From an optimization exercise on the open Yosys and OpenROAD flow, aimed at small area, a short achievable clock period and few clock cycles; shortcuts taken in it are not production practice. Where RTL was checked, it was by simulation tests only, not by an equivalence proof against the original. The RTL of runs 6 and 7 was laid out without a check of its function. No activity file was given, so power comes from the tool's default toggle rates.

`design/flow/config.mk`:
```
export PLATFORM = sky130hd
export DESIGN_NAME = CPU
export DESIGN_NICKNAME = CPU
export VERILOG_FILES = /design/flow/design.v
export SDC_FILE = /design/flow/constraint.sdc
export NUM_CORES = 4
export LEC_CHECK = 0
export ABC_CLOCK_PERIOD_IN_PS = 3000
export CAP_MARGIN = 20
export CORE_MARGIN = 2
export CORE_UTILIZATION = 50
export CTS_BUF_LIST = sky130_fd_sc_hd__clkbuf_8
export CTS_CLUSTER_DIAMETER = 100
export CTS_CLUSTER_SIZE = 24
export SETUP_SLACK_MARGIN = 5.0
export SLEW_MARGIN = 20
export TNS_END_PERCENT = 0
```
`design/flow/constraint.sdc`:
```
create_clock -name core_clock -period 8.0 [get_ports {clk}]
set_input_delay 1.6000 -clock core_clock [delete_from_list [all_inputs] [get_ports {clk}]]
set_output_delay 1.6000 -clock core_clock [all_outputs]
set_load 0.01 [all_outputs]
```
`design/flow/design.v`:
```
module CPU(clk, rst, data_out, data_in, address, memwt, reg0);
input clk;
input rst;
input [15:0] data_in;
output [15:0] data_out;
output [11:0] address;
output [15:0] reg0;
output memwt;
reg [15:0] regbank [7:0];
reg [11:0] addr;       
reg [11:0] pc;         
reg        zeroflag;
reg [15:0] opa;        
reg [15:0] opb;        
reg ex_alu, ex_ldi, ex_ld, ex_st, ex_mem;
reg [2:0] ex_rd;
reg s_sum, s_and, s_or, s_xor, s_inv;
assign memwt = ex_st;
assign data_out = opa;
assign address = addr;
assign reg0 = regbank[0];
function [15:0] carries;
    input [15:0] x, y;
    reg [15:0] g, p, g1, p1, g2, p2, g3, p3, c;
    integer k;
    begin
        g = x & y;
        p = x ^ y;
        for (k = 0; k < 16; k = k + 1) begin
            if (k & 1) begin
                g1[k] = g[k] | (p[k] & g[k - 1]);
                p1[k] = p[k] & p[k - 1];
            end else begin
                g1[k] = g[k];
                p1[k] = p[k];
            end
        end
        g1[1] = g[1] | ((p[1] & x[0]) & y[0]);
        for (k = 0; k < 16; k = k + 1) begin
            if (k & 2) begin
                g2[k] = g1[k] | (p1[k] & g1[(k & ~3) + 1]);
                p2[k] = p1[k] & p1[(k & ~3) + 1];
            end else begin
                g2[k] = g1[k];
                p2[k] = p1[k];
            end
        end
        for (k = 0; k < 16; k = k + 1) begin
            if (k & 4) begin
                g3[k] = g2[k] | (p2[k] & g2[(k & ~7) + 3]);
                p3[k] = p2[k] & p2[(k & ~7) + 3];
            end else begin
                g3[k] = g2[k];
                p3[k] = p2[k];
            end
        end
        c[0] = 1'b0;
        for (k = 0; k < 15; k = k + 1) begin
            if (k & 8)
                c[k + 1] = g3[k] | (p3[k] & g3[7]);
            else
                c[k + 1] = g3[k];
        end
        c[3] = (g[2] | (p[2] & g[1])) | ((p[2] & p[1]) & g[0]);
        c[5] = (g[4] | (p[4] & g[3])) | ((p[4] & p[3]) & c[3]);
        c[9] = (g[8] | (p[8] & g[7])) | ((p[8] & p[7]) & g3[6]);
        carries = c;
    end
endfunction
wire [15:0] g = opa & opb;
wire [15:0] p = opa ^ opb;
wire [15:0] o = opa | opb;
wire [15:0] carry = carries(opa, opb);     
wire [15:0] sum = (p ^ {16{s_inv}}) ^ carry;
wire [15:0] result = ({16{s_sum}} & sum) | ({16{s_and}} & g) |
                     ({16{s_or}} & o) | ({16{s_xor}} & p);
wire z_add = ~|(p ^ {o[14:0], 1'b0});
wire z_sum = s_inv ? &p : z_add;
wire z_next = (s_sum & z_sum) | (s_and & ~|g) | (s_or & ~|o) | (s_xor & ~|p) |
              ~(s_sum | s_and | s_or | s_xor);
wire [3:0] op = data_in[15:12];
wire [2:0] f = data_in[11:9];
wire [2:0] u = data_in[8:6];
wire [2:0] sa = data_in[8:6];
wire [2:0] sb = data_in[5:3];
wire fetch = ~ex_mem;
wire [11:0] seq = addr + 12'd1;
wire [15:0] rb_bank = regbank[sb];
wire [15:0] ra = (ex_alu && ex_rd == sa) ? result : regbank[sa];
wire [15:0] rb = (ex_alu && ex_rd == sb) ? result : rb_bank;
wire is_alu = (op == 4'h7);
wire un = is_alu & (f == 3'h7);                  
wire sub = is_alu & (f == 3'h1);
wire zf_now = ex_alu ? z_next : zeroflag;
wire ldst = (op == 4'h2) | (op == 4'h3);
wire hazard = ex_alu & (ex_rd == sb);
wire take = (op == 4'h5) | ((op == 4'h4) & zf_now);
wire [15:0] jc = carries({4'h0, seq}, {4'h0, data_in[11:0]});
wire [11:0] target = seq ^ data_in[11:0] ^ jc[11:0];
wire n_rb   = ~rst & fetch & ldst & ~hazard;
wire n_hold = ~rst & fetch & ldst & hazard;
wire n_jmp  = ~rst & fetch & ~ldst & take;
wire n_seq  = ~rst & ((fetch & ~ldst & ~take) | ex_ldi);
wire n_pc   = ~rst & ~fetch & ~ex_ldi;
wire [11:0] addr_next = ({12{n_rb}} & rb_bank[11:0]) | ({12{n_hold}} & addr) |
                        ({12{n_jmp}} & target) | ({12{n_seq}} & seq) |
                        ({12{n_pc}} & pc);
always @(posedge clk) begin
    opa <= un ? {{15{u == 3'h3}}, (u == 3'h2) | (u == 3'h3)} : ra ^ {16{sub}};
    opb <= rb;
    s_inv <= (f == 3'h1) | ((f == 3'h7) & (u == 3'h1));
    s_sum <= (f == 3'h0) | (f == 3'h1) | (un & ~u[2]);
    s_and <= (f == 3'h2);
    s_or  <= (f == 3'h3);
    s_xor <= (f == 3'h4);
    ex_rd <= data_in[2:0];
    if (ex_alu)
        regbank[ex_rd] <= result;
    else if (ex_ldi | ex_ld)
        regbank[ex_rd] <= data_in;
    if (fetch)
        pc <= seq;
    addr <= addr_next;
    if (rst) begin
        zeroflag <= 1'b0;
        {ex_alu, ex_ldi, ex_ld, ex_st, ex_mem} <= 5'b0;
    end else begin
        zeroflag <= zf_now;
        if (fetch & ldst & hazard) begin
            {ex_alu, ex_ldi, ex_ld, ex_st, ex_mem} <= 5'b0;
        end else if (fetch) begin
            ex_alu <= is_alu;
            ex_ldi <= (op == 4'h1);
            ex_ld  <= (op == 4'h2);
            ex_st  <= (op == 4'h3);
            ex_mem <= (op == 4'h1) | ldst;
        end else begin
            {ex_alu, ex_ldi, ex_ld, ex_st, ex_mem} <= 5'b0;
        end
    end
end
endmodule
```
`design/flow/flow/run.sh`:
```
#!/bin/bash
# The standard layout (the standard.sh), except that the port buffers are
# plain buf_1 cells: the default choice is a delay cell, slower and larger.
set -euo pipefail
bash standard.sh "BUFFER_PORTS_ARGS=-buffer_cell sky130_fd_sc_hd__buf_1" finish > standard.log 2>&1
```
`design/flow/standard.sh`:
```
#!/bin/bash
# synth_recipe.tcl (not shown) runs the flow's synth.tcl, then flattens the netlist and writes it again
# the make line also repeats each setting of config.mk as NAME=value (left out here)
make -C /OpenROAD-flow-scripts/flow DESIGN_CONFIG=/design/flow/config.mk WORK_HOME=/design/flow/orfs CLKGATE_MAP_FILE= SYNTH_SCRIPT=/design/flow/synth_recipe.tcl "${@:-finish}"
```
==> metrics.md, run 1 <==
| Metric | Value |
|---|---|
| Outcome | `finished clean` |
| Power Density | `about 190 nW/um^2` |
| Tmin final | `about 3.1 ns` |
| RR Endpoint | `regbank[4][10]$_DFFE_PP_` |
| Worst EP required | `~8.4 ns` |
| Asr flop ratio synth | `0%` |
| Synth cell count leaders | `140 x edfxtp_1, 71 x nor2_1, 64 x mux4_2` |
| DPL Wire Length | `between 20 and 25 mm` |
| Total core area | `about 23000 um^2` |
| Net count after synthesis | `between 1k and 1.5k` |
| Initial antenna violation count | `0` |
| Non-Filler Instances | `roughly 1.3k` |
| Post-route setup slack | `~4.9 ns` |
| Largest net degree at the start of global routing | `39` |
| TritonCTS Sinks | `between 150 and 200` |
| Worst R2R Start | `opa[3]$_DFF_P_` |
| GRT overflow | `0` |
| Post-layout nets | `1098` |
| Reg area | `between 5000 and 6000 um^2` |
| CP arrival | `roughly 3.5 ns` |
| RSZ-0062 raised after global routing | `true` |
| P_leak | `between 0.004 and 0.005 uW` |
| CP Class | `in -> reg` |
| First-pass GRT wire length | `between 40 and 50 mm` |
| Drt first pass iters | `5` |
| Vias in the first global route | `between 7k and 8k` |
| Final setup violation count | `0` |
| TritonCTS clock tree | `built` |
| Crit. End Element | `flop` |
| Most area-consuming cells after synthesis | `edfxtp_1 37%, mux4_2 13%, dfxtp_1 10%` |
| CTS buffer count | `17` |
| Finished Cell Area | `between 10000 and 15000 um^2` |
| Worst Setup EP | `opa[11]$_DFF_P_` |
| Clk Latency, worst-skew pair | `about 0.48 ns` |
| Die Area | `between 20000 and 25000 um^2` |
| Hold Fails Final Rpt | `0` |
| Post-synth EDFFs | `140` |
| Setup WS pre-CTS | `~3.4 ns` |
| Synth warn | `1` |
| Port buffer count | `62` |
| Syn Area/Cell | `between 10 and 15 um^2` |
| DRC errors left | `0` |
| I/O pin cnt | `63` |
| Final hold slack | `approximately 0.49 ns` |
| Filler Cells Inserted | `~1.9k` |
| CTS Root Buffer Type | `clkbuf_8` |
| Setup tns final | `0 ns` |
| Slew margin rel. | `19.1%` |
| Placed insts | `about 1.3k` |
| Final Cycle Share | `38.9%` |
| Cells after Synth | `between 900 and 1k` |
| Post-synthesis cell type count | `between 60 and 70` |
| Final WL | `about 32 mm` |
| Seq/Total Area, Yosys | `around 47%` |
| Syn Std Cell Area | `11400 um^2` |
| Reg clk slew, reported paths | `approximately 0.1 ns` |
| Antenna cell count | `0` |
| Synth area leader | `edfxtp_1` |
| Multi-input logic area | `~5800 um^2` |
| Max Cap Viol | `0` |
| Tot GR Track Use | `between 20% and 30%` |
| Std-Cell Rows | `55` |
| Crit path max fanout | `37` |
| Placed Area | `12000 um^2` |
| Vias/cell | `~6.3` |
| Synthesis-to-finish area growth | `11.6%` |
| Via count | `around 8.4k` |
| Die height | `around 150 um` |
| Worst R2R Setup Slack | `a little under 5 ns` |
| Post-CTS Hold Buffers | `0` |
| Reg2Reg Depth | `8` |
| GP Congestion | `0.909` |
| Peak Freq | `321 MHz` |
| Worst IR Drop VDD | `0.105 mV` |
| DRT iter0 DRCs | `approximately 740` |
| Final ANT Viol Nets | `0` |
| Min-Delay Path Class | `reg -> reg` |
| Setup crit start | `data_in[7]` |
| Ratio of cells with drive above 1 in the final layout | `a little under a fifth` |
| Initial Utilization | `approximately 51%` |
| Crit path launch type | `input port` |
| Die Wd | `between 150 and 200 um` |
| Pins Over Slew Limit | `0` |
| DR WL/cell | `~24 um` |
| Synth Register Bits | `198` |
| Post-synth top area share | `36.9%` |
| H-tree depth | `4` |
| Clock Skew | `~0.019 ns` |
| Worst Tran Pin Value | `~1.2 ns` |
| Most common cell in the netlist | `edfxtp_1` |
| Ys flop type | `edfxtp_1` |
| Clock buffer depth | `2` |
==> report_power, final <==
group	switching (uW)	total (uW)	internal [uW]	leakage [uW]
registers	40.3	1220	1180	0.00178
clock network	389	618	229	0.000190
logic	364	603	238	0.00271
total	794	2440	1640	0.00468
==> layer usage <==
metal	routed length [um]	up-vias	GRT usage, %
met5	0	-	0
li1	-	3833	-
met2	15400	273	42.5
met3	1850	39	3.73
met4	720	0	8.82
met1	14200	4211	38.7
==> cells in the final DEF, fill, tap and decap left out, drive strengths merged, types with 18 or more instances in the layout <==
cell type,netlist,routed
a21oi,65,65
buf,25,93
clkbuf,43,25
dfxtp,58,58
edfxtp,140,140
ha,44,44
inv,57,64
mux2i,25,25
mux4,64,64
nand2,52,52
nand3,18,18
nand4,17,18
nor2,71,71
o21ai,41,41
xnor2,31,31
xor2,34,34
==> worst min path at each step <==
| stage | cells after the start | endpoint | slack [ns] | start |
|---|---|---|---|---|
| 2_1_floorplan | 2 | addr[0]$_DFF_P_ | 0.44 | pc[0]$_DFFE_PN_ |
| 3_3_place_gp | 2 | addr[4]$_DFF_P_ | 0.44 | pc[4]$_DFFE_PN_ |
| 3_5_place_dp | 2 | addr[5]$_DFF_P_ | 0.45 | pc[5]$_DFFE_PN_ |
| 4_1_cts | 2 | addr[3]$_DFF_P_ | 0.48 | pc[3]$_DFFE_PN_ |
| 5_1_grt | 2 | addr[5]$_DFF_P_ | 0.52 | pc[5]$_DFFE_PN_ |
| 6_report | 2 | zeroflag$_SDFF_PP0_ | 0.49 | zeroflag$_SDFF_PP0_ |
==> worst max-delay path: stages <==
cell	delay [ns]
clkbuf_2	0.08
clkbuf_8	0.26
xnor2_2	0.30
and4_2	0.44
and4_1	0.24
o211ai_1	0.10
o311ai_1	0.13
mux2i_1	0.22
nand2_1	0.06
==> flip-flops by register name (all words and copies together), names as in the netlist, 3 cells and up <==
name / flops
pc: 12
regbank: 128
opb: 16
ex_rd: 3
opa: 16
addr: 12
==> timing repair <==
action                                  in CTS  in global routing
endpoints found under the setup margin     123                116
cloned                                       1                  0
pin swaps                                    2                  4
resized for setup                           23                 26
setup buffers                                5                 13
==> layout make-up <==
cell class	instances	share of cell area, %
multi-input cells	661	45.6
flip-flops and latches	198	42.2
repair buffers	101	4.80
well taps	285	2.80
clock buffers	17	1.84
inverters	57	1.68
clock inverters	15	1.10
==> kinds of logic after synthesis <==
kind of cell	count (synthesis)	synth area share, %
compound gates	208	12.2
xor+xnor	65	4.99
fa+ha+maj	44	4.83
buf+inv	125	4.32
flops	198	47.1
mux	96	15.5
simple gates	247	11.0
==> per-stage QoR <==
| step | power, uW | util [%] |
|---|---|---|
| 6_report | 2440 | 56.5 |
| 4_1_cts | 2420 | 55.6 |
| 3_3_place_gp | 1800 | 53.2 |
| 5_1_grt | 2540 | 56.5 |
| 2_1_floorplan | 1640 | - |
| 3_5_place_dp | 1800 | 53.2 |
Testbench counts, summed over its fixed seeds: cycles 36,768.
==> inputs of run 2 (changes only) <==
--- a/design/flow/config.mk
+++ b/design/flow/config.mk
@@ -8,10 +8,9 @@
 export ABC_CLOCK_PERIOD_IN_PS = 3000
 export CAP_MARGIN = 20
 export CORE_MARGIN = 2
-export CORE_UTILIZATION = 50
+export CORE_UTILIZATION = 58
 export CTS_BUF_LIST = sky130_fd_sc_hd__clkbuf_8
 export CTS_CLUSTER_DIAMETER = 100
 export CTS_CLUSTER_SIZE = 24
 export SETUP_SLACK_MARGIN = 5.0
 export SLEW_MARGIN = 20
-export TNS_END_PERCENT = 0
==> metrics.md, run 2 <==
| Metric | Value |
|---|---|
| Worst Tran Pin Value | `1.08 ns (-0.135 ns)` |
| Synth area leader | `edfxtp_1` |
| Placed Area | `12100 um^2 (+0.88%)` |
| Post-synth top area share | `36.9% (unchanged)` |
| Most common cell after layout, fill and taps aside | `edfxtp_1` |
| H-tree depth | `4 (unchanged)` |
| Tmin final | `2.99 ns (-0.128 ns)` |
| Hold path depth | `2 (unchanged)` |
| Ratio of cells with drive above 1 in the final layout | `25.7% (+6.5 points)` |
| Post-synthesis cell type count | `68 (unchanged)` |
| Largest register FFs | `128 (unchanged)` |
| Largest net degree at the start of global routing | `38 (-2.6%)` |
| Most frequent cells in the layout | `140 x edfxtp_1, 66 x nor2_1, 64 x mux4_2, 57 x inv_1, 55 x dfxtp_1` |
| CP Class | `in -> reg` |
| DR WL/cell | `25.1 um (+4.0%)` |
| Worst R2R Start | `opa[7]$_DFF_P_` |
| Clk Latency, worst-skew pair | `0.47 ns (about the same)` |
| Reg2Reg Depth | `9 (+1)` |
| Filler Cells Inserted | `1426 (-27%)` |
| Mux share of post-synthesis cell area | `15.5% (unchanged)` |
| Regs by FF count | `regbank x128, opa x16, opb x16` |
| Vias/cell | `6.54 (+4.3%)` |
| Crit. End Element | `flop` |
| I/O pin cnt | `63 (unchanged)` |
| Antenna cell count | `0 (unchanged)` |
| Pins Over Slew Limit | `0 (unchanged)` |
| Finished Cell Area | `13500 um^2 (+6.0%)` |
| Largest family of logic cells by synthesized area | `multiplexers` |
| Peak Freq | `335 MHz (+4.3%)` |
| P_leak | `0.00500 uW (+6.8%)` |
| Initial antenna violation count | `0 (unchanged)` |
| CTS Root Buffer Type | `clkbuf_8` |
| Total core area | `19400 um^2 (-14%)` |
| Most area-consuming cells after synthesis | `edfxtp_1 37%, mux4_2 13%, dfxtp_1 10%` |
| Post-layout nets | `1127 (+2.6%)` |
| TritonCTS Sinks | `198 (unchanged)` |
| Drt first pass iters | `5 (unchanged)` |
| Syn Area/Cell | `11.6 um^2 (unchanged)` |
| CP arrival | `3.34 ns (-0.13 ns)` |
| Syn Std Cell Area | `11400 um^2 (unchanged)` |
| Hold endpoint | `addr[3]$_DFF_P_` |
| GR Util met1 | `45.5% (+6.8 points)` |
| Crit path launch type | `input port` |
| Final Core Density | `69.6% (+13 points)` |
| RSZ-0062 raised after global routing | `true` |
| Outcome | `finished clean` |
| Cells after Synth | `983 (unchanged)` |
| Synth cell count leaders | `140 x edfxtp_1, 71 x nor2_1, 64 x mux4_2` |
| Min-Delay Path Class | `reg -> reg` |
| Synth Area in Simple Gates | `11.0% (unchanged)` |
| Power Density | `190 nW/um^2 (-0.61%)` |
| Seq/Total Area, Yosys | `47.1% (unchanged)` |
| Reg clk slew, reported paths | `0.11 ns (about the same)` |
| Max Cap Viol | `0 (unchanged)` |
| DPL Wire Length | `22.8 mm (+1.9%)` |
| Post-synthesis compound-gate area fraction | `12.2% (unchanged)` |
| GP Congestion | `0.966 (+6.2%)` |
| TritonCTS clock tree | `built` |
| Synth warn | `1 (unchanged)` |
| Final ANT Viol Nets | `0 (unchanged)` |
| Final WL | `33.7 mm (+4.7%)` |
| Clock buffer depth | `2 (unchanged)` |
| DRC errors left | `0 (unchanged)` |
| Tot GR Track Use | `32.5% (+5.6 points)` |
| GRT overflow | `0 (unchanged)` |
| Most common cell in the netlist | `edfxtp_1` |
| Worst IR Drop VDD | `0.146 mV (+40%)` |
| DRT iter0 DRCs | `977 (+33%)` |
| Setup tns final | `0 ns (unchanged)` |
| Worst R2R Setup Slack | `5.06 ns (+0.13 ns)` |
| RR Endpoint | `regbank[4][11]$_DFFE_PP_` |
| First-pass GRT wire length | `49.8 mm (+3.1%)` |
| Synth Area in XOR/XNOR | `4.99% (unchanged)` |
| Port buffer count | `62 (unchanged)` |
| Final setup violation count | `0 (unchanged)` |
| Crit path max fanout | `22 (-41%)` |
| Final Cycle Share | `37.3% (-1.6 points)` |
| Via count | `8777 (+5.0%)` |
| Vias in the first global route | `8506 (+6.5%)` |
| Synth Register Bits | `198 (unchanged)` |
| Worst EP required | `8.35 ns (about the same)` |
| Die Area | `20800 um^2 (-13%)` |
| Met3 Use GR | `4.80% (+1.1 points)` |
| Die Wd | `144 um (-7.0%)` |
| Ys flop type | `edfxtp_1` |
| Hold Fails Final Rpt | `0 (unchanged)` |
| Reg with most FFs | `regbank` |
| CTS buffer count | `17 (unchanged)` |
| Hold_sp | `pc[3]$_DFFE_PN_` |
| Post-CTS Hold Buffers | `0 (unchanged)` |
| Slew margin rel. | `28.1% (+9.0 points)` |
| Synthesis-to-finish area growth | `18.4%` |
| Clock Skew | `0.0151 ns (-0.00397 ns)` |
| Busiest layer in global routing | `met2` |
| Std-Cell Rows | `51 (-7.3%)` |
| Asr flop ratio synth | `0% (unchanged)` |
| Synth Area in Adders | `4.83% (unchanged)` |
| Setup crit start | `data_in[8]` |
| Grt met2 use | `52.4% (+10 points)` |
| Net count after synthesis | `1045 (unchanged)` |
| Die height | `144 um (-7.0%)` |
| Initial Utilization | `58.8% (+8.1 points)` |
| Post-synth EDFFs | `140 (unchanged)` |
==> run 2: cell count changes in the layout (fill, tap and decap cells not counted), moves of 5 or more <==
cell	previous run	this run
a21oi_1	55	49
mux2i_2	0	5
mux2i_1	25	20
buf_12	1	6
ha_1	40	30
buf_4	34	54
nor2b_1	17	11
nor2b_4	0	5
ha_2	0	8
==> run 2: power breakdown <==
part	switching [uW]	leakage, uW	internal (uW)
clock network	381	0.000213	293
logic	394	0.00300	283
registers	41.4	0.00178	1180
==> run 2: worst max-delay path by stage <==
| stage | end | cells after the start |
|---|---|---|
| 3_5_place_dp | opa[8]$_DFF_P_ | 7 |
| 4_1_cts | regbank[5][6]$_DFFE_PP_ | 9 |
| 6_report | opa[11]$_DFF_P_ | 9 |
| 5_1_grt | regbank[6][11]$_DFFE_PP_ | 9 |
| 3_3_place_gp | addr[8]$_DFF_P_ | 9 |
| 2_1_floorplan | addr[11]$_DFF_P_ | 9 |
==> run 2: cell type report <==
type	instances	area [um^2]	area share [%]
multi-input combinational	661	6130	45.4
sequential	198	5370	39.8
timing repair buffer	130	1030	7.66
tap	265	332	2.46
clock buffer	17	234	1.73
inverter	57	214	1.59
clock inverter	15	184	1.36
==> run 2: layer usage <==
metal  up-vias  wire length [um]  part of all wire, %
li1       3884                 -                    -
met1      4404             14000                   41
met2       415             16100                   48
met3        74              2590                  7.7
met4         0               996                  3.0
met5         -                 0                    0
==> run 2: critical path: stages <==
cell      delay [ns]
clkbuf_2        0.09
buf_8           0.18
xnor2_2         0.31
and4_4          0.37
and4_1          0.22
o211ai_1        0.12
o311ai_2        0.12
mux2i_1         0.22
nand2_1         0.07
==> run 2: cells by family (layout without fill, tap and decap cells) <==
kind of cell,after synthesis,count (layout)
simple gates,247,248
compound gates,208,208
flops,198,198
buf+inv,125,219
mux,96,96
xor+xnor,65,65
fa+ha+maj,44,44
==> run 2: through the flow <==
stage                     instances  setup WS (ns)  hold slack [ns]  total power [uW]
final                          1343           5.01            0.486              2570
after global routing           1343           4.92            0.522              2660
after CTS                      1318           4.99            0.489              2510
after detailed placement       1264           3.48            0.461              1810
after global placement         1264           3.65            0.446              1800
after floorplan                 983           4.85            0.437              1650
==> run 2: timing repair <==
item                                    CTS  global route
buffers inserted                         17            23
endpoints found under the setup margin  119           122
gates cloned                              5             2
pin swaps                                 8            29
resized for setup                        49            68
==> inputs of run 3 (changes only) <==
--- a/design/flow/config.mk
+++ b/design/flow/config.mk
@@ -8,9 +8,10 @@
 export ABC_CLOCK_PERIOD_IN_PS = 3000
 export CAP_MARGIN = 20
 export CORE_MARGIN = 2
-export CORE_UTILIZATION = 58
+export CORE_UTILIZATION = 50
 export CTS_BUF_LIST = sky130_fd_sc_hd__clkbuf_8
 export CTS_CLUSTER_DIAMETER = 100
 export CTS_CLUSTER_SIZE = 24
+export PLACE_DENSITY = 0.8
 export SETUP_SLACK_MARGIN = 5.0
 export SLEW_MARGIN = 20
==> metrics.md, run 3 <==
| Metric | Value |
|---|---|
| Worst Tran Pin Value | `0.882 ns (-0.197 ns)` |
| Pins Over Slew Limit | `0 (unchanged)` |
| Worst IR Drop VDD | `0.136 mV (-7.0%)` |
| Min-Delay Path Class | `reg -> reg` |
| GP Congestion | `0.938 (-2.8%)` |
| Reg area | `5370 um^2 (about the same)` |
| Initial Utilization | `50.7% (-8.1 points)` |
| Die height | `155 um (+7.5%)` |
| CTS Root Buffer Type | `clkbuf_8` |
| Via count | `8963 (+2.1%)` |
| Reg clk slew, reported paths | `0.11 ns (about the same)` |
| Seq/Total Area, Yosys | `47.1% (unchanged)` |
| Slew margin rel. | `41.2% (+13 points)` |
| Ratio of cells with drive above 1 in the final layout | `23.5% (-2.2 points)` |
| Crit. End Element | `flop` |
| Final Cycle Share | `37.6% (+0.24 points)` |
| Setup tns final | `0 ns (unchanged)` |
| Filler Cells Inserted | `1695 (+19%)` |
| Final Core Density | `58.8% (-11 points)` |
| CP arrival | `3.35 ns (about the same)` |
| Multi-input logic area | `6130 um^2 (about the same)` |
| Synth Register Bits | `198 (unchanged)` |
| Vias in the first global route | `8566 (+0.71%)` |
| Die Area | `24000 um^2 (+16%)` |
| DPL Wire Length | `22.0 mm (-3.3%)` |
| Outcome | `finished clean` |
| Final WL | `34.0 mm (+1.0%)` |
| Syn Std Cell Area | `11400 um^2 (unchanged)` |
| Worst R2R Setup Slack | `5.06 ns (about the same)` |
| Post-synth top area share | `36.9% (unchanged)` |
| TritonCTS clock tree | `built` |
| CTS buffer count | `17 (unchanged)` |
| Syn Area/Cell | `11.6 um^2 (unchanged)` |
| Initial antenna violation count | `0 (unchanged)` |
| Most frequent cells in the layout | `140 x edfxtp_1, 66 x nor2_1, 64 x mux4_2, 59 x inv_1, 57 x dfxtp_1` |
| Clk Latency, worst-skew pair | `0.48 ns (about the same)` |
| Tmin final | `3.01 ns (+0.0196 ns)` |
| RSZ-0062 raised after global routing | `false` |
| Regs by FF count | `regbank x128, opa x16, opb x16` |
| DRT iter0 DRCs | `1380 (+41%)` |
| Cells after Synth | `983 (unchanged)` |
| H-tree depth | `4 (unchanged)` |
| DRC errors left | `0 (unchanged)` |
| Grt met2 use | `43.9% (-8.5 points)` |
| Vias/cell | `6.66 (+2.0%)` |
| Synthesis-to-finish area growth | `16.0%` |
| Hold Fails Final Rpt | `0 (unchanged)` |
| Die Wd | `155 um (+7.5%)` |
| Largest net degree at the start of global routing | `39 (+2.6%)` |
| Most common cell after layout, fill and taps aside | `edfxtp_1` |
| Worst EP required | `8.34 ns (about the same)` |
| Final setup violation count | `0 (unchanged)` |
| Synth warn | `1 (unchanged)` |
| Port buffer count | `62 (unchanged)` |
| Worst R2R Start | `opa[5]$_DFF_P_` |
| Hold_sp | `pc[8]$_DFFE_PN_` |
| Post-synthesis cell type count | `68 (unchanged)` |
| GR Util met1 | `36.0% (-9.5 points)` |
| Antenna cell count | `0 (unchanged)` |
| Net count after synthesis | `1045 (unchanged)` |
| Hold endpoint | `addr[8]$_DFF_P_` |
| Post-route setup slack | `4.99 ns (-0.0196 ns)` |
| Met3 Use GR | `5.35% (+0.55 points)` |
| Drt first pass iters | `6 (+1)` |
| DR WL/cell | `25.3 um (+0.86%)` |
| Largest register FFs | `128 (unchanged)` |
| Busiest layer in global routing | `met2` |
| Total core area | `22500 um^2 (+16%)` |
| Clock Skew | `0.0200 ns (+0.00486 ns)` |
| CP Class | `in -> reg` |
| Clock buffer depth | `2 (unchanged)` |
| Most common cell in the netlist | `edfxtp_1` |
| Reg2Reg Depth | `9 (unchanged)` |
| Crit path max fanout | `10 (-55%)` |
| P_leak | `0.00486 uW (-2.7%)` |
| Tot GR Track Use | `27.4% (-5.1 points)` |
| Crit path launch type | `input port` |
| Std-Cell Rows | `55 (+7.8%)` |
| Asr flop ratio synth | `0% (unchanged)` |
| I/O pin cnt | `63 (unchanged)` |
| Post-layout nets | `1109 (-1.6%)` |
| GRT overflow | `0 (unchanged)` |
| Most area-consuming cells after synthesis | `edfxtp_1 37%, mux4_2 13%, dfxtp_1 10%` |
| First-pass GRT wire length | `49.6 mm (-0.39%)` |
| Final ANT Viol Nets | `0 (unchanged)` |
| RR Endpoint | `regbank[1][11]$_DFFE_PP_` |
| Power Density | `187 nW/um^2 (-1.6%)` |
| Post-synth EDFFs | `140 (unchanged)` |
| Peak Freq | `333 MHz (-0.65%)` |
| Final hold slack | `0.478 ns (-0.00772 ns)` |
| TritonCTS Sinks | `198 (unchanged)` |
| Hold path depth | `2 (unchanged)` |
| Ys flop type | `edfxtp_1` |
| Synth area leader | `edfxtp_1` |
| Synth cell count leaders | `140 x edfxtp_1, 71 x nor2_1, 64 x mux4_2` |
| Max Cap Viol | `0 (unchanged)` |
| Setup WS pre-CTS | `3.61 ns (+0.136 ns)` |
| Reg with most FFs | `regbank` |
## run 3: kinds of logic after synthesis
logic type | Yosys count | share of synthesized area (%)
compound gates | 208 | 12.2
xor+xnor | 65 | 4.99
fa+ha+maj | 44 | 4.83
buf+inv | 125 | 4.32
flops | 198 | 47.1
mux | 96 | 15.5
simple gates | 247 | 11.0
## run 3: worst max-delay path: stages
cell     delay [ns]
buf_2          0.21
buf_12         0.19
mux4_2         0.51
mux2_2         0.32
a21oi_1        0.22
xor2_1         0.17
o21ai_0        0.12
## run 3: cell type report
type,count,share of cell area (%)
inverter,57,1.62
timing repair buffer,112,6.10
multi-input combinational,661,46.3
clock inverter,15,0.889
sequential,198,40.6
tap,285,2.70
clock buffer,17,1.77
## run 3: power breakdown
part | switching [uW] | leakage [uW] | internal (uW) | total, uW
sequential | 40.4 | 0.00178 | 1180 | 1220
combinational | 387 | 0.00290 | 272 | 659
clock | 379 | 0.000178 | 222 | 601
total | 806 | 0.00486 | 1670 | 2480
## run 3: how the worst max path moves through the flow
stage	start	end	slack, ns
floorplan	data_in[2]	addr[11]$_DFF_P_	4.85
global placement	data_in[6]	opa[7]$_DFF_P_	3.68
detailed placement	data_in[6]	opa[8]$_DFF_P_	3.61
CTS	data_in[3]	addr[8]$_DFF_P_	4.99
global route	opb[9]$_DFF_P_	regbank[4][14]$_DFFE_PP_	4.96
finish	data_in[6]	opa[0]$_DFF_P_	4.99
## run 3: what timing repair did
| action | CTS | global route |
|---|---|---|
| resized for setup | 44 | 51 |
| gates cloned | 4 | 2 |
| endpoints found under the setup margin | 111 | 105 |
| buffers inserted | 14 | 10 |
| hold buffers | 0 | 0 |
| pin swaps | 10 | 15 |
## run 3: routing by layer
metal,vias to the layer above,share of wire (%),wire [um]
met5,-,0,0
met4,0,4.6,1550
met3,114,9.6,3260
met2,621,49,16600
met1,4385,37,12600
li1,3843,-,-
## run 3: metrics by stage
stage,area [um^2],total power [uW],std cells
finish,13200,2480,1345
global route,13200,2550,1345
CTS,12900,2410,1333
detailed placement,12100,1800,1283
global placement,12100,1780,1283
floorplan,11800,1650,983
==> inputs of run 4 (changes only) <==
--- a/design/flow/config.mk
+++ b/design/flow/config.mk
@@ -12,6 +12,6 @@
 export CTS_BUF_LIST = sky130_fd_sc_hd__clkbuf_8
 export CTS_CLUSTER_DIAMETER = 100
 export CTS_CLUSTER_SIZE = 24
-export PLACE_DENSITY = 0.8
+export GPL_TIMING_DRIVEN = 0
 export SETUP_SLACK_MARGIN = 5.0
 export SLEW_MARGIN = 20
==> metrics.md, run 4 <==
| Metric | Value |
|---|---|
| Outcome | `finished clean` |
| Reg with most FFs | `regbank` |
| Syn Area/Cell | `11.6 um^2 (unchanged)` |
| Std-Cell Rows | `55 (unchanged)` |
| Seq/Total Area, Yosys | `47.1% (unchanged)` |
| Worst IR Drop VDD | `0.104 mV (-24%)` |
| TritonCTS Sinks | `198 (unchanged)` |
| GP Congestion | `0.938 (about the same)` |
| Hold path depth | `2 (unchanged)` |
| Hold_sp | `pc[4]$_DFFE_PN_` |
| Placed Area | `12500 um^2 (+3.1%)` |
| DRC errors left | `0 (unchanged)` |
| RR Endpoint | `regbank[4][3]$_DFFE_PP_` |
| Peak Freq | `337 MHz (+1.4%)` |
| Clock Skew | `0.0276 ns (+0.00765 ns)` |
| Asr flop ratio synth | `0% (unchanged)` |
| Synthesis-to-finish area growth | `19.2%` |
| Ratio of cells with drive above 1 in the final layout | `27.2% (+3.7 points)` |
| Final setup violation count | `0 (unchanged)` |
| Final WL | `33.9 mm (-0.28%)` |
| Net count after synthesis | `1045 (unchanged)` |
| RSZ-0062 raised after global routing | `true` |
| Ys flop type | `edfxtp_1` |
| Via count | `8568 (-4.4%)` |
| Worst Tran Pin Value | `0.841 ns (-0.0405 ns)` |
| Synth area leader | `edfxtp_1` |
| Regs by FF count | `regbank x128, opa x16, opb x16` |
| CP Class | `in -> reg` |
| DR WL/cell | `24.3 um (-3.8%)` |
| Post-layout nets | `1158 (+4.4%)` |
| I/O pin cnt | `63 (unchanged)` |
| DPL Wire Length | `25.0 mm (+14%)` |
| Min-Delay Path Class | `reg -> reg` |
| Initial Utilization | `50.7% (unchanged)` |
| Clk Latency, worst-skew pair | `0.49 ns (about the same)` |
| Vias/cell | `6.15 (-7.8%)` |
| Tot GR Track Use | `28.9% (+1.5 points)` |
| Most common cell after layout, fill and taps aside | `edfxtp_1` |
| First-pass GRT wire length | `51.7 mm (+4.3%)` |
| Drt first pass iters | `5 (-1)` |
| Synth cell count leaders | `140 x edfxtp_1, 71 x nor2_1, 64 x mux4_2` |
| CTS buffer count | `17 (unchanged)` |
| Total core area | `22500 um^2 (unchanged)` |
| DRT iter0 DRCs | `733 (-47%)` |
| CTS Root Buffer Type | `clkbuf_8` |
| Synth Register Bits | `198 (unchanged)` |
| Tmin final | `2.97 ns (-0.0413 ns)` |
| TritonCTS clock tree | `built` |
| Most frequent cells in the layout | `140 x edfxtp_1, 64 x mux4_2, 59 x nor2_1, 58 x inv_1, 52 x nand2_1` |
| Setup tns final | `0 ns (unchanged)` |
| Final Cycle Share | `37.1% (-0.52 points)` |
| Cells after Synth | `983 (unchanged)` |
| Pins Over Slew Limit | `0 (unchanged)` |
| Initial antenna violation count | `0 (unchanged)` |
| Crit path launch type | `input port` |
| Synth warn | `1 (unchanged)` |
| Worst EP required | `8.35 ns (about the same)` |
| Reg clk slew, reported paths | `0.12 ns (about the same)` |
| GRT overflow | `0 (unchanged)` |
| H-tree depth | `4 (unchanged)` |
| Worst R2R Start | `ex_alu$_SDFF_PP0_` |
| Syn Std Cell Area | `11400 um^2 (unchanged)` |
| Reg2Reg Depth | `5 (-4)` |
| Final ANT Viol Nets | `0 (unchanged)` |
| Largest net degree at the start of global routing | `20 (-49%)` |
| Hold endpoint | `addr[4]$_DFF_P_` |
| Crit. End Element | `flop` |
| Most area-consuming cells after synthesis | `edfxtp_1 37%, mux4_2 13%, dfxtp_1 10%` |
| P_leak | `0.00505 uW (+3.8%)` |
| Post-synth EDFFs | `140 (unchanged)` |
| Die Wd | `155 um (unchanged)` |
| Port buffer count | `61 (-1.6%)` |
| CP arrival | `3.32 ns (-0.03 ns)` |
| Largest register FFs | `128 (unchanged)` |
| Most common cell in the netlist | `edfxtp_1` |
| Slew margin rel. | `43.9% (+2.7 points)` |
| Crit path max fanout | `6 (-4)` |
| Worst R2R Setup Slack | `5.07 ns (about the same)` |
| Finished Cell Area | `13600 um^2 (+2.7%)` |
| Die height | `155 um (unchanged)` |
| Vias in the first global route | `8382 (-2.1%)` |
| Post-synthesis cell type count | `68 (unchanged)` |
| Power Density | `187 nW/um^2 (-0.16%)` |
| Max Cap Viol | `0 (unchanged)` |
| Clock buffer depth | `2 (unchanged)` |
| Antenna cell count | `0 (unchanged)` |
| Die Area | `24000 um^2 (unchanged)` |
| Hold Fails Final Rpt | `0 (unchanged)` |
| Post-synth top area share | `36.9% (unchanged)` |
==> run 4: worst max path at each step <==
stage	from	endpoint	slack, ns	cells after the start
detailed placement	data_in[5]	regbank[0][5]$_DFFE_PP_	3.64	5
CTS	opa[5]$_DFF_P_	regbank[4][13]$_DFFE_PP_	4.96	11
finish	data_in[6]	opa[1]$_DFF_P_	5.03	8
global route	ex_alu$_SDFF_PP0_	regbank[4][3]$_DFFE_PP_	4.91	5
floorplan	data_in[2]	addr[11]$_DFF_P_	4.85	9
global placement	data_in[5]	addr[10]$_DFF_P_	3.67	7
==> run 4: cell families (layout without fill, tap and decap cells) <==
family / count (synthesis) / count (layout) / synth area share, %
buffers and inverters: 125 / 251 / 4.32
flip-flops: 198 / 198 / 47.1
adder cells (fa/ha/maj): 44 / 44 / 4.83
AO/OA/AOI/OAI: 208 / 208 / 12.2
XOR/XNOR: 65 / 65 / 4.99
AND/OR/NAND/NOR: 247 / 247 / 11.0
multiplexers: 96 / 96 / 15.5
==> run 4: layout make-up <==
class                      count  area [um^2]
fill                        1870         8910
multi-input combinational    660         6130
sequential                   198         5370
timing repair buffer          94          587
buffer                        68          532
tap                          285          357
clock buffer                  17          234
inverter                      57          214
clock inverter                15          160
==> run 4: stage by stage <==
| stage | worst slack, ns | instances | total power, uW | hold WS [ns] | util [%] |
|---|---|---|---|---|---|
| 6_report | 5.03 | 1394 | 2540 | 0.472 | 60.4 |
| 5_1_grt | 4.91 | 1394 | 2640 | 0.487 | 60.4 |
| 4_1_cts | 4.96 | 1382 | 2500 | 0.473 | 58.9 |
| 3_5_place_dp | 3.64 | 1337 | 1820 | 0.451 | 55.4 |
| 3_3_place_gp | 3.67 | 1329 | 1820 | 0.443 | 54.9 |
| 2_1_floorplan | 4.85 | 983 | 1650 | 0.437 | - |
==> run 4: critical path, stage by stage <==
cell     delay (ns)
buf_4          0.11
buf_12         0.13
buf_4          0.19
mux4_2         0.55
mux2_2         0.30
a21oi_1        0.21
xor2_1         0.15
o21ai_0        0.08
==> run 4: layer usage <==
layer  GRT usage [%]  vias to the layer above  wire, um
met3            3.84                       36      1940
met4            7.28                        0       636
met1            42.6                     4301     15300
met2            45.7                      284     16000
li1                -                     3947         -
met5               0                        -         0
==> run 4: timing repair <==
| item | 4_1_cts | 5_1_grt |
|---|---|---|
| setup endpoints to repair | 125 | 127 |
| pin swaps | 8 | 21 |
| gates cloned | 1 | 0 |
| hold buffers | 0 | 0 |
| setup buffers | 12 | 12 |
| resized for setup | 64 | 81 |
==> run 4: power breakdown <==
group          total (uW)  internal [uW]  switching, uW
logic                 673            278            395
clock network         658            260            397
registers            1210           1180           32.8
==> inputs of run 5 (changes only) <==
--- a/design/flow/config.mk
+++ b/design/flow/config.mk
@@ -12,6 +12,5 @@
 export CTS_BUF_LIST = sky130_fd_sc_hd__clkbuf_8
 export CTS_CLUSTER_DIAMETER = 100
 export CTS_CLUSTER_SIZE = 24
-export GPL_TIMING_DRIVEN = 0
 export SETUP_SLACK_MARGIN = 5.0
 export SLEW_MARGIN = 20
==> metrics.md, run 5 <==
| Metric | Value |
|---|---|
| Syn Area/Cell | `11.6 um^2 (unchanged)` |
| Synth warn | `1 (unchanged)` |
| Die height | `155 um (unchanged)` |
| Vias in the first global route | `7979 (-4.8%)` |
| Post-layout nets | `1115 (-3.7%)` |
| CTS Root Buffer Type | `clkbuf_8` |
| Initial antenna violation count | `0 (unchanged)` |
| Regs by FF count | `regbank x128, opa x16, opb x16` |
| CP Class | `reg -> reg` |
| CP bufs+invs | `2 (-1)` |
| Slew margin rel. | `19.0% (-25 points)` |
| Tot GR Track Use | `27.3% (-1.6 points)` |
| Antenna cell count | `0 (unchanged)` |
| Final Cycle Share | `36.8% (-0.30 points)` |
| H-tree depth | `4 (unchanged)` |
| Power Density | `188 nW/um^2 (+0.66%)` |
| Initial Utilization | `50.7% (unchanged)` |
| Ratio of cells with drive above 1 in the final layout | `24.0% (-3.2 points)` |
| Post-synth EDFFs | `140 (unchanged)` |
| CP arrival | `3.17 ns (-0.15 ns)` |
| Post-synthesis cell type count | `68 (unchanged)` |
| Reg clk slew, reported paths | `0.11 ns (about the same)` |
| Pins Over Slew Limit | `0 (unchanged)` |
| Outcome | `finished clean` |
| Top cell family by delay on the critical path | `simple AND/OR/NAND/NOR gates` |
| Total core area | `22500 um^2 (unchanged)` |
| Clk Latency, worst-skew pair | `0.49 ns (about the same)` |
| Clock Skew | `0.0148 ns (-0.0128 ns)` |
| Crit. End Element | `flop` |
| First-pass GRT wire length | `48.8 mm (-5.8%)` |
| Sequential Power Share | `48.9% (+1.3 points)` |
| Most area-consuming cells after synthesis | `edfxtp_1 37%, mux4_2 13%, dfxtp_1 10%` |
| Busiest layer in global routing | `met2` |
| Sw frac | `32.7% (+0.23 points)` |
| Filler Cells Inserted | `1881 (+0.59%)` |
| Reg area | `5370 um^2 (about the same)` |
| Logic pwr share | `26.3% (-0.2 points)` |
| Syn Std Cell Area | `11400 um^2 (unchanged)` |
| Crit path launch type | `flop` |
| Reg with most FFs | `regbank` |
| Cells after Synth | `983 (unchanged)` |
| RSZ-0062 raised after global routing | `true` |
| Peak Freq | `340 MHz (+0.82%)` |
| Final WL | `32.8 mm (-3.2%)` |
| Placed insts | `1284 (-4.0%)` |
| DRC errors left | `0 (unchanged)` |
| Seq/Total Area, Yosys | `47.1% (unchanged)` |
| Final hold slack | `0.480 ns (+0.00801 ns)` |
| Ys flop type | `edfxtp_1` |
| Via count | `8454 (-1.3%)` |
| Worst Tran Pin Value | `1.21 ns (+0.373 ns)` |
| Asr flop ratio synth | `0% (unchanged)` |
| Drt first pass iters | `5 (unchanged)` |
| Synth area leader | `edfxtp_1` |
| Critical Path Slowest Stage Cell | `or4_1` |
| Vias/cell | `6.26 (+1.8%)` |
| Clock buffer depth | `2 (unchanged)` |
| TritonCTS Sinks | `198 (unchanged)` |
| Final setup violation count | `0 (unchanged)` |
| Post-synth top area share | `36.9% (unchanged)` |
| Non-Filler Instances | `1351 (-3.1%)` |
| GRT overflow | `0 (unchanged)` |
| P_leak | `0.00487 uW (-3.6%)` |
| Post-CTS Hold Buffers | `0 (unchanged)` |
| Worst EP required | `8.23 ns (-0.12 ns)` |
| TritonCTS clock tree | `built` |
| Worst IR Drop VDD | `0.0951 mV (-8.3%)` |
| DRT iter0 DRCs | `816 (+11%)` |
| Port buffer count | `62 (+1.6%)` |
| Grt met2 use | `41.3% (-4.4 points)` |
| Std-Cell Rows | `55 (unchanged)` |
| Worst path cell trace | `inv_1, ha_4, nand4_1, buf_4, a221oi_4, nor4_1, or4_1, a21o_1, mux2_4` |
| Clock power frac | `24.7% (-1.2 points)` |
| Net count after synthesis | `1045 (unchanged)` |
| Die Wd | `155 um (unchanged)` |
| Multi-input logic area | `6030 um^2 (-1.6%)` |
| GP Congestion | `0.907 (-3.4%)` |
| Setup tns final | `0 ns (unchanged)` |
| Largest register FFs | `128 (unchanged)` |
| Max Cap Viol | `0 (unchanged)` |
| Met3 Use GR | `4.82% (+0.97 points)` |
| Net load switching power | `813 uW (-1.5%)` |
| Worst stage delay on the critical path | `0.49 ns (-0.06 ns)` |
| Most frequent cells in the layout | `140 x edfxtp_1, 66 x nor2_1, 64 x mux4_2, 58 x inv_1` |
| Most common cell in the netlist | `edfxtp_1` |
| Largest net degree at the start of global routing | `38 (+90%)` |
| Die Area | `24000 um^2 (unchanged)` |
| Tmin final | `2.94 ns (-0.0242 ns)` |
| Min-Delay Path Class | `reg -> reg` |
| Cell Int Power | `1670 uW (-2.5%)` |
| Final ANT Viol Nets | `0 (unchanged)` |
| Synth Register Bits | `198 (unchanged)` |
| Synth cell count leaders | `140 x edfxtp_1, 71 x nor2_1, 64 x mux4_2` |
| Crit path max fanout | `8 (+2)` |
| CTS buffer count | `17 (unchanged)` |
| Synthesis-to-finish area growth | `15.9%` |
| Final Core Density | `58.7% (-1.7 points)` |
| Most common cell after layout, fill and taps aside | `edfxtp_1` |
| Hold Fails Final Rpt | `0 (unchanged)` |
| I/O pin cnt | `63 (unchanged)` |
| DR WL/cell | `24.3 um (-0.10%)` |
| DPL Wire Length | `22.4 mm (-10%)` |
| GR Util met1 | `39.7% (-2.9 points)` |
## run 5: cell counts after synthesis
No cell type changed its count.
## run 5: stage by stage
step / total power (uW) / area [um^2] / setup WS (ns)
floorplan: 1650 / 11800 / 4.85
global placement: 1810 / 12100 / 3.50
detailed placement: 1810 / 12100 / 3.45
global route: 2580 / 13200 / 4.99
finish: 2480 / 13200 / 5.06
CTS: 2440 / 12900 / 4.92
## run 5: final cells by class
| type | count | share of cell area [%] |
|---|---|---|
| Sequential cell | 198 | 40.7 |
| Clock buffer | 17 | 1.77 |
| Tap cell | 285 | 2.70 |
| Clock inverter | 15 | 0.929 |
| Multi-Input combinational cell | 660 | 45.7 |
| Timing Repair Buffer | 119 | 6.61 |
| Inverter | 57 | 1.62 |
## run 5: layer usage
layer  wire length, um  part of all wire, %
met1             14800                   45
met2             15100                   46
met4               787                  2.4
met3              2160                  6.6
met5                 0                    0
## run 5: what timing repair did
action | 4_1_cts | 5_1_grt
buffers inserted | 16 | 15
endpoints found under the setup margin | 127 | 121
pin swaps | 5 | 13
gates cloned | 2 | 1
endpoints found under the hold margin | 0 | 0
gates resized for setup | 47 | 44
## run 5: cells by family after synthesis
kind of cell	after synthesis	share of synthesized area, %
compound gates	208	12.2
xor+xnor	65	4.99
fa+ha+maj	44	4.83
buf+inv	125	4.32
flops	198	47.1
mux	96	15.5
simple gates	247	11.0
## run 5: path summary, 6_finish.rpt
check                       start                        to  slack (ns)  depth (start not counted)
setup reg to reg   opa[5]$_DFF_P_  regbank[4][10]$_DFFE_PP_        5.06                          9
setup / recovery   opa[5]$_DFF_P_  regbank[4][10]$_DFFE_PP_        5.06                          9
hold reg to reg   pc[3]$_DFFE_PN_           addr[3]$_DFF_P_        0.48                          2
hold / removal    pc[3]$_DFFE_PN_           addr[3]$_DFF_P_        0.48                          2
## run 5: power groups by stage
stage	registers [uW]	clock network [uW]	logic [uW]
after floorplan	1230	0	421
after global placement	1240	0	572
after detailed placement	1240	0	574
after CTS	1210	619	608
after global routing	1220	655	707
final	1220	614	654
## run 5: tightest hold or removal path: stages, from the launching register on
cell and delay (ns):
edfxtp_1 0.34, a21oi_1 0.06, o221ai_1 0.06
==> inputs of run 6 (changes only) <==
--- a/design/flow/design.v
+++ b/design/flow/design.v
@@ -8,7 +8,6 @@
 output memwt;
 reg [15:0] regbank [7:0];
 reg [11:0] addr;       
-reg [11:0] pc;         
 reg        zeroflag;
 reg [15:0] opa;        
 reg [15:0] opb;        
@@ -104,10 +103,10 @@
 wire n_pc   = ~rst & ~fetch & ~ex_ldi;
 wire [11:0] addr_next = ({12{n_rb}} & rb_bank[11:0]) | ({12{n_hold}} & addr) |
                         ({12{n_jmp}} & target) | ({12{n_seq}} & seq) |
-                        ({12{n_pc}} & pc);
+                        ({12{n_pc}} & opb[11:0]);
 always @(posedge clk) begin
     opa <= un ? {{15{u == 3'h3}}, (u == 3'h2) | (u == 3'h3)} : ra ^ {16{sub}};
-    opb <= rb;
+    opb <= ldst ? {4'h0, seq} : rb;
     s_inv <= (f == 3'h1) | ((f == 3'h7) & (u == 3'h1));
     s_sum <= (f == 3'h0) | (f == 3'h1) | (un & ~u[2]);
     s_and <= (f == 3'h2);
@@ -118,8 +117,6 @@
         regbank[ex_rd] <= result;
     else if (ex_ldi | ex_ld)
         regbank[ex_rd] <= data_in;
-    if (fetch)
-        pc <= seq;
     addr <= addr_next;
     if (rst) begin
         zeroflag <= 1'b0;
==> metrics.md, run 6 <==
| Metric | Value |
|---|---|
| Most area-consuming cells after synthesis | `edfxtp_1 34%, mux4_2 13%, dfxtp_1 10%` |
| P_leak | `0.00479 uW (-1.5%)` |
| Post-synth EDFFs | `128 (-8.6%)` |
| Crit. End Element | `flop` |
| DRC errors left | `0 (unchanged)` |
| Tot GR Track Use | `28.1% (+0.79 points)` |
| Initial Utilization | `51.1% (+0.47 points)` |
| Syn Std Cell Area | `11200 um^2 (-1.8%)` |
| Final Cycle Share | `37.4% (+0.66 points)` |
| Tmin final | `2.99 ns (+0.0525 ns)` |
| DPL Wire Length | `23.3 mm (+3.7%)` |
| Most common cell after layout, fill and taps aside | `edfxtp_1` |
| Pins Over Slew Limit | `0 (unchanged)` |
| Synth cell count leaders | `128 x edfxtp_1, 64 x mux4_2, 62 x nand2_1` |
| Power Density | `182 nW/um^2 (-3.3%)` |
| Post-synth top area share | `34.3% (-2.5 points)` |
| Synth area leader | `edfxtp_1` |
| CP Class | `in -> reg` |
| Die height | `154 um (-0.89%)` |
| Synthesis-to-finish area growth | `17.2%` |
| Port buffer count | `62 (unchanged)` |
| CTS Root Buffer Type | `clkbuf_8` |
| Logic pwr share | `27.6% (+1.3 points)` |
| Worst IR Drop VDD | `0.114 mV (+20%)` |
| Asr flop ratio synth | `0% (unchanged)` |
| Worst Tran Pin Value | `0.965 ns (-0.250 ns)` |
| I/O pin cnt | `63 (unchanged)` |
| Final hold slack | `0.494 ns (+0.0140 ns)` |
| Final setup violation count | `0 (unchanged)` |
| Cell Int Power | `1590 uW (-4.9%)` |
| Sw frac | `33.3% (+0.60 points)` |
| Post-layout nets | `1110 (-0.45%)` |
| Most common cell in the netlist | `edfxtp_1` |
| Peak Freq | `334 MHz (-1.8%)` |
| Outcome | `finished clean` |
| CP arrival | `3.37 ns (+0.20 ns)` |
| GRT overflow | `0 (unchanged)` |
| Ratio of cells with drive above 1 in the final layout | `26.3% (+2.2 points)` |
| DRT iter0 DRCs | `645 (-21%)` |
| Post-synthesis cell type count | `77 (+13%)` |
| Worst EP required | `8.37 ns (+0.14 ns)` |
| Post-CTS Hold Buffers | `0 (unchanged)` |
| Clock buffer depth | `2 (unchanged)` |
| Initial antenna violation count | `0 (unchanged)` |
| Antenna cell count | `0 (unchanged)` |
| Final Core Density | `59.9% (+1.2 points)` |
| Crit path max fanout | `18 (+10)` |
| Total core area | `21900 um^2 (-2.7%)` |
| Slew margin rel. | `35.7% (+17 points)` |
| Seq/Total Area, Yosys | `44.7% (-2.3 points)` |
| CTS buffer count | `17 (unchanged)` |
| DR WL/cell | `25.4 um (+4.5%)` |
| Clock power frac | `24.6% (about the same)` |
| RSZ-0062 raised after global routing | `true` |
| Vias/cell | `6.42 (+2.5%)` |
| Synth warn | `1 (unchanged)` |
| Regs by FF count | `regbank x128, opa x16, opb x16` |
| Hold Fails Final Rpt | `0 (unchanged)` |
| Reg clk slew, reported paths | `0.10 ns (about the same)` |
| Net count after synthesis | `1024 (-2.0%)` |
| TritonCTS clock tree | `built` |
| Syn Area/Cell | `11.6 um^2 (+0.32%)` |
| Sequential Power Share | `47.7% (-1.2 points)` |
| Die Wd | `154 um (-0.89%)` |
| Most frequent cells in the layout | `128 x edfxtp_1, 64 x mux4_2, 61 x nand2_1, 55 x buf_4, 51 x buf_1` |
| H-tree depth | `4 (unchanged)` |
| Setup tns final | `0 ns (unchanged)` |
| Synth Register Bits | `186 (-6.1%)` |
| Final ANT Viol Nets | `0 (unchanged)` |
| Largest net degree at the start of global routing | `39 (+2.6%)` |
| Largest register FFs | `128 (unchanged)` |
| Max Cap Viol | `0 (unchanged)` |
| Via count | `8592 (+1.6%)` |
| Drt first pass iters | `7 (+2)` |
| First-pass GRT wire length | `49.9 mm (+2.3%)` |
| Reg with most FFs | `regbank` |
| Crit path launch type | `input port` |
| TritonCTS Sinks | `186 (-6.1%)` |
| GP Congestion | `0.933 (+2.9%)` |
| Clock Skew | `0.0116 ns (-0.00320 ns)` |
| Die Area | `23600 um^2 (-1.8%)` |
| Ys flop type | `edfxtp_1` |
| Min-Delay Path Class | `reg -> reg` |
| Vias in the first global route | `8185 (+2.6%)` |
| Net load switching power | `795 uW (-2.3%)` |
| Clk Latency, worst-skew pair | `0.48 ns (about the same)` |
| Cells after Synth | `962 (-2.1%)` |
| Std-Cell Rows | `54 (-1.8%)` |
| Final WL | `34.0 mm (+3.5%)` |
run 6: cell count changes in the layout (fill, tap and decap cells not counted), sizes merged, moves of 10 or more:
cell | previous run | this run
a22oi | 5 | 19
inv | 64 | 51
nor2 | 71 | 53
a21oi | 65 | 52
edfxtp | 140 | 128
o221ai | 13 | 1
nand2 | 52 | 62
buf | 110 | 121
nor2b | 17 | 7
o21ai | 41 | 58
run 6: critical path, cell delays in order:
cell and delay [ns]:
clkbuf_16 0.20, mux4_2 0.54, mux2i_1 0.24, nand2_1 0.12, o211ai_1 0.10, o21ai_1 0.09, a22o_1 0.19, a311o_1 0.26
run 6: cells by family (layout without fill, tap and decap cells):
logic type | Yosys count | after routing | share of synthesized area (%)
simple gates | 232 | 233 | 10.8
compound gates | 218 | 218 | 13.5
flops | 186 | 186 | 44.7
buf+inv | 109 | 205 | 4.09
mux | 103 | 103 | 16.5
xor+xnor | 70 | 70 | 5.48
fa+ha+maj | 44 | 44 | 4.92
run 6: power groups by stage:
stage / clock [uW] / combinational, uW / sequential [uW]
5_1_grt: 631 / 710 / 1140
3_5_place_dp: 0 / 565 / 1160
2_1_floorplan: 0 / 416 / 1140
4_1_cts: 595 / 613 / 1140
6_report: 587 / 659 / 1140
3_3_place_gp: 0 / 560 / 1160
run 6: area by class of cell:
class	instances	area, um^2
Fill cell	1830	8780
Multi-Input combinational cell	668	6200
Sequential cell	186	5010
Timing Repair Buffer	131	1030
Tap cell	280	350
Clock buffer	17	234
Inverter	44	165
Clock inverter	13	113
run 6: routing by layer:
metal  routed length (um)  GRT usage, %  up-vias
met5                    0             0        -
met4                 1270          10.1        0
met3                 2190          4.48       65
met2                16100          44.6      371
met1                14400          39.5     4306
li1                     -             -     3850
run 6: timing repair:
item | CTS | global route
endpoints found under the setup margin | 127 | 96
pin swaps | 11 | 19
setup buffers | 18 | 22
gates cloned | 2 | 3
resized for setup | 68 | 54
run 6: worst paths after layout:
path         cells past startpoint           startpoint                 endpoint  slack, ns
max                              8           data_in[6]          opa[15]$_DFF_P_       5.01
min                              2  zeroflag$_SDFF_PP0_      zeroflag$_SDFF_PP0_       0.49
max reg2reg                      9       opa[5]$_DFF_P_  regbank[2][9]$_DFFE_PP_       5.07
min reg2reg                      2  zeroflag$_SDFF_PP0_      zeroflag$_SDFF_PP0_       0.49
run 6: metrics by stage:
| step | worst slack [ns] | power [uW] | instance area (um^2) | std cells |
|---|---|---|---|---|
| 6_report | 5.01 | 2380 | 13100 | 1339 |
| 4_1_cts | 4.99 | 2340 | 12700 | 1314 |
| 3_5_place_dp | 3.39 | 1720 | 11800 | 1264 |
| 3_3_place_gp | 3.49 | 1720 | 11800 | 1264 |
| 2_1_floorplan | 4.80 | 1560 | 11500 | 962 |
| 5_1_grt | 4.96 | 2480 | 13100 | 1339 |
==> inputs of run 7 (changes only) <==
--- a/design/flow/config.mk
+++ b/design/flow/config.mk
@@ -6,11 +6,11 @@
 export NUM_CORES = 4
 export LEC_CHECK = 0
 export ABC_CLOCK_PERIOD_IN_PS = 3000
-export CAP_MARGIN = 20
+export CAP_MARGIN = 5
 export CORE_MARGIN = 2
 export CORE_UTILIZATION = 50
 export CTS_BUF_LIST = sky130_fd_sc_hd__clkbuf_8
 export CTS_CLUSTER_DIAMETER = 100
 export CTS_CLUSTER_SIZE = 24
 export SETUP_SLACK_MARGIN = 5.0
-export SLEW_MARGIN = 20
+export SLEW_MARGIN = 5
==> metrics.md, run 7 <==
| Metric | Value |
|---|---|
| Outcome | `finished clean` |
| Clock Skew | `0.0116 ns (unchanged)` |
| DR WL met2 | `16.1 mm (unchanged)` |
| I/O pin cnt | `63 (unchanged)` |
| GRT overflow | `0 (unchanged)` |
| GP Congestion | `0.933 (unchanged)` |
| RR Endpoint | `regbank[2][9]$_DFFE_PP_` |
| Asr flop ratio synth | `0% (unchanged)` |
| Vias in the first global route | `8185 (unchanged)` |
| Largest register FFs | `128 (unchanged)` |
| Min-Delay Path Class | `reg -> reg` |
| Total core area | `21900 um^2 (unchanged)` |
| Met3 WL | `2.19 mm (unchanged)` |
| DRT iter0 DRCs | `645 (unchanged)` |
| Power Density | `182 nW/um^2 (unchanged)` |
| Port buffer count | `62 (unchanged)` |
| Hold Fails Final Rpt | `0 (unchanged)` |
| Hold endpoint | `zeroflag$_SDFF_PP0_` |
| Syn Std Cell Area | `11200 um^2 (unchanged)` |
| Initial Utilization | `51.1% (unchanged)` |
| Most common cell in the netlist | `edfxtp_1` |
| Std-Cell Rows | `54 (unchanged)` |
| Vias/cell | `6.42 (unchanged)` |
| Wl on met1 | `14.4 mm (unchanged)` |
| Synthesis-to-finish area growth | `17.2% (unchanged)` |
| CP arrival | `3.37 ns (about the same)` |
| Worst path cell trace | `clkbuf_16, mux4_2, mux2i_1, nand2_1, o211ai_1, o21ai_1, a22o_1, a311o_1` |
| Power Total | `2380 uW (unchanged)` |
| Peak Freq | `334 MHz (unchanged)` |
| H-tree depth | `4 (unchanged)` |
| CTS Root Buffer Type | `clkbuf_8` |
| Post-synthesis cell type count | `77 (unchanged)` |
| CP Class | `in -> reg` |
| Net count after synthesis | `1024 (unchanged)` |
| P_leak | `0.00479 uW (unchanged)` |
| Via count | `8592 (unchanged)` |
| Crit path launch type | `input port` |
| Worst EP required | `8.37 ns (about the same)` |
| Final setup violation count | `0 (unchanged)` |
| Pins Over Slew Limit | `0 (unchanged)` |
| Worst stage delay on the critical path | `0.54 ns (about the same)` |
| Post-CTS Hold Buffers | `0 (unchanged)` |
| TritonCTS Sinks | `186 (unchanged)` |
| Crit. End Element | `flop` |
| Seq/Total Area, Yosys | `44.7% (unchanged)` |
| Worst R2R Setup Slack | `5.07 ns (about the same)` |
| Final WL | `34.0 mm (unchanged)` |
| Top cell family by delay on the critical path | `multiplexers` |
| Post-synth top area share | `34.3% (unchanged)` |
| DPL Wire Length | `23.3 mm (unchanged)` |
| Reg with most FFs | `regbank` |
| Synth cell count leaders | `128 x edfxtp_1, 64 x mux4_2, 62 x nand2_1` |
| Final hold slack | `0.494 ns (unchanged)` |
| Synth Register Bits | `186 (unchanged)` |
| First-pass GRT wire length | `49.9 mm (unchanged)` |
| Synth warn | `1 (unchanged)` |
| Final ANT Viol Nets | `0 (unchanged)` |
| Regs by FF count | `regbank x128, opa x16, opb x16` |
| CP bufs+invs | `1 (unchanged)` |
| Max Cap Viol | `0 (unchanged)` |
| RSZ-0062 raised after global routing | `true` |
| Tmin final | `2.99 ns (unchanged)` |
| Ys flop type | `edfxtp_1` |
| Worst IR Drop VDD | `0.114 mV (unchanged)` |
| Cells after Synth | `962 (unchanged)` |
| Post-layout nets | `1110 (unchanged)` |
| Setup tns final | `0 ns (unchanged)` |
| DRC errors left | `0 (unchanged)` |
| Syn Area/Cell | `11.6 um^2 (unchanged)` |
| Reg clk slew, reported paths | `0.10 ns (about the same)` |
| Most frequent cells in the layout | `128 x edfxtp_1, 64 x mux4_2, 61 x nand2_1, 55 x buf_4, 51 x buf_1` |
| Ratio of cells with drive above 1 in the final layout | `26.3% (unchanged)` |
| Worst R2R Start | `opa[5]$_DFF_P_` |
| Post-synth EDFFs | `128 (unchanged)` |
| Die Wd | `154 um (unchanged)` |
| Crit path max fanout | `18 (unchanged)` |
| Initial antenna violation count | `0 (unchanged)` |
| Drt first pass iters | `7 (unchanged)` |
| Clock buffer depth | `2 (unchanged)` |
| Worst Tran Pin Value | `0.965 ns (unchanged)` |
| CTS buffer count | `17 (unchanged)` |
| DR top layer | `met4` |
| Clk Latency, worst-skew pair | `0.48 ns (about the same)` |
| Most common cell after layout, fill and taps aside | `edfxtp_1` |
| Die Area | `23600 um^2 (unchanged)` |
| Antenna cell count | `0 (unchanged)` |
| TritonCTS clock tree | `built` |
| Critical Path Slowest Stage Cell | `mux4_2` |
| Largest net degree at the start of global routing | `39 (unchanged)` |
| Slew margin rel. | `35.7% (unchanged)` |
| Most area-consuming cells after synthesis | `edfxtp_1 34%, mux4_2 13%, dfxtp_1 10%` |
| Hold_sp | `zeroflag$_SDFF_PP0_` |
| Reg2Reg Depth | `9 (unchanged)` |
| Tot GR Track Use | `28.1% (unchanged)` |
| Synth area leader | `edfxtp_1` |
| Hold path depth | `2 (unchanged)` |
| Die height | `154 um (unchanged)` |
| Final Cycle Share | `37.4% (unchanged)` |
| DR WL/cell | `25.4 um (unchanged)` |
-- run 7: tightest hold or removal path: cells and delay by family, from the launching register on --
family           cells  cell delay, ns
flip-flops           1            0.32
AND/OR/NAND/NOR      2            0.13
-- run 7: how the worst max path moves through the flow --
stage,startpoint,endpoint,depth (start not counted)
after floorplan,data_in[7],opa[14]$_DFF_P_,7
after global placement,data_in[3],addr[0]$_DFF_P_,9
after detailed placement,data_in[3],addr[4]$_DFF_P_,8
after CTS,opa[7]$_DFF_P_,regbank[4][11]$_DFFE_PP_,9
after global routing,data_in[6],opa[15]$_DFF_P_,8
final,data_in[6],opa[15]$_DFF_P_,8
-- run 7: cells by family after synthesis --
logic type | count (synthesis) | share of synthesized area, %
mux | 103 | 16.5
flops | 186 | 44.7
fa+ha+maj | 44 | 4.92
compound gates | 218 | 13.5
buf+inv | 109 | 4.09
xor+xnor | 70 | 5.48
simple gates | 232 | 10.8
-- run 7: per-layer routing --
| layer | track usage [%] | vias up |
|---|---|---|
| li1 | - | 3850 |
| met4 | 10.1 | 0 |
| met2 | 44.6 | 371 |
| met1 | 39.5 | 4306 |
| met5 | 0 | - |
| met3 | 4.48 | 65 |
-- run 7: cell type report --
type | instances | area (um^2)
Fill cell | 1830 | 8780
Multi-Input combinational cell | 668 | 6200
Sequential cell | 186 | 5010
Timing Repair Buffer | 131 | 1030
Tap cell | 280 | 350
Clock buffer | 17 | 234
Inverter | 44 | 165
Clock inverter | 13 | 113
-- run 7: through the flow --
stage	setup WS, ns	std cells	cell area, um^2	util [%]
after floorplan	4.80	962	11500	-
after global placement	3.49	1264	11800	53.9
after detailed placement	3.39	1264	11800	53.9
after CTS	4.99	1314	12700	57.8
after global routing	4.96	1339	13100	59.9
final	5.01	1339	13100	59.9
-- run 7: what timing repair did --
| action | CTS | global route |
|---|---|---|
| buffers inserted | 18 | 22 |
| gates resized for setup | 68 | 54 |
| cloned | 2 | 3 |
| setup endpoints to repair | 127 | 96 |
| pin swaps | 11 | 19 |
-- run 7: power by group --
part	internal, uW	switching [uW]	leakage, uW
Clock	220	367	0.000176
Sequential	1090	46.5	0.00165
Combinational	278	381	0.00297

afterwards: timing with drivers on the ports:
In the flow no input, the clock included, has a driving cell. The finished layouts below were timed again as built, in two steps. Step 1 (the two cells are an assumption about what drives the block):
set clk [get_ports {clk}]
set_driving_cell -lib_cell sky130_fd_sc_hd__clkbuf_16 $clk
set_driving_cell -lib_cell sky130_fd_sc_hd__buf_2 [delete_from_list [all_inputs] $clk]
Step 2 adds t to the input delays and takes it off the output delays; t is the mean of the earliest and latest rising clock arrival at the registers after step 1. Input paths then give back, and output paths get back, about the clock's delay inside the block. Three values: ideal ports, drivers, drivers and shift; two values: the first two.
run	t (ns)	setup slack, ns	worst hold slack (ns)	worst slew at a driven data input, ns
run 1	0.514	4.884 / 4.902 / 4.387	0.487 / 0.487 / 0.487	0.06
run 2	0.499	5.012 / 5.015 / 4.516	0.486 / 0.486 / 0.486	0.06
run 3	0.516	4.993 / 5.014 / 4.498	0.478 / 0.478 / 0.478	0.05
run 4	0.522	5.034 / 5.045 / 4.523	0.472 / 0.472 / 0.472	0.06
run 5	0.524	5.058 / 5.058 / 4.537	0.480 / 0.480 / 0.480	0.06
run 6	0.515	5.006 / 4.992 / 4.477	0.494 / 0.494 / 0.494	0.06
run 7	0.515	5.006 / 4.992 / 4.477	0.494 / 0.494 / 0.494	0.06
After both steps every run listed still meets setup and hold.
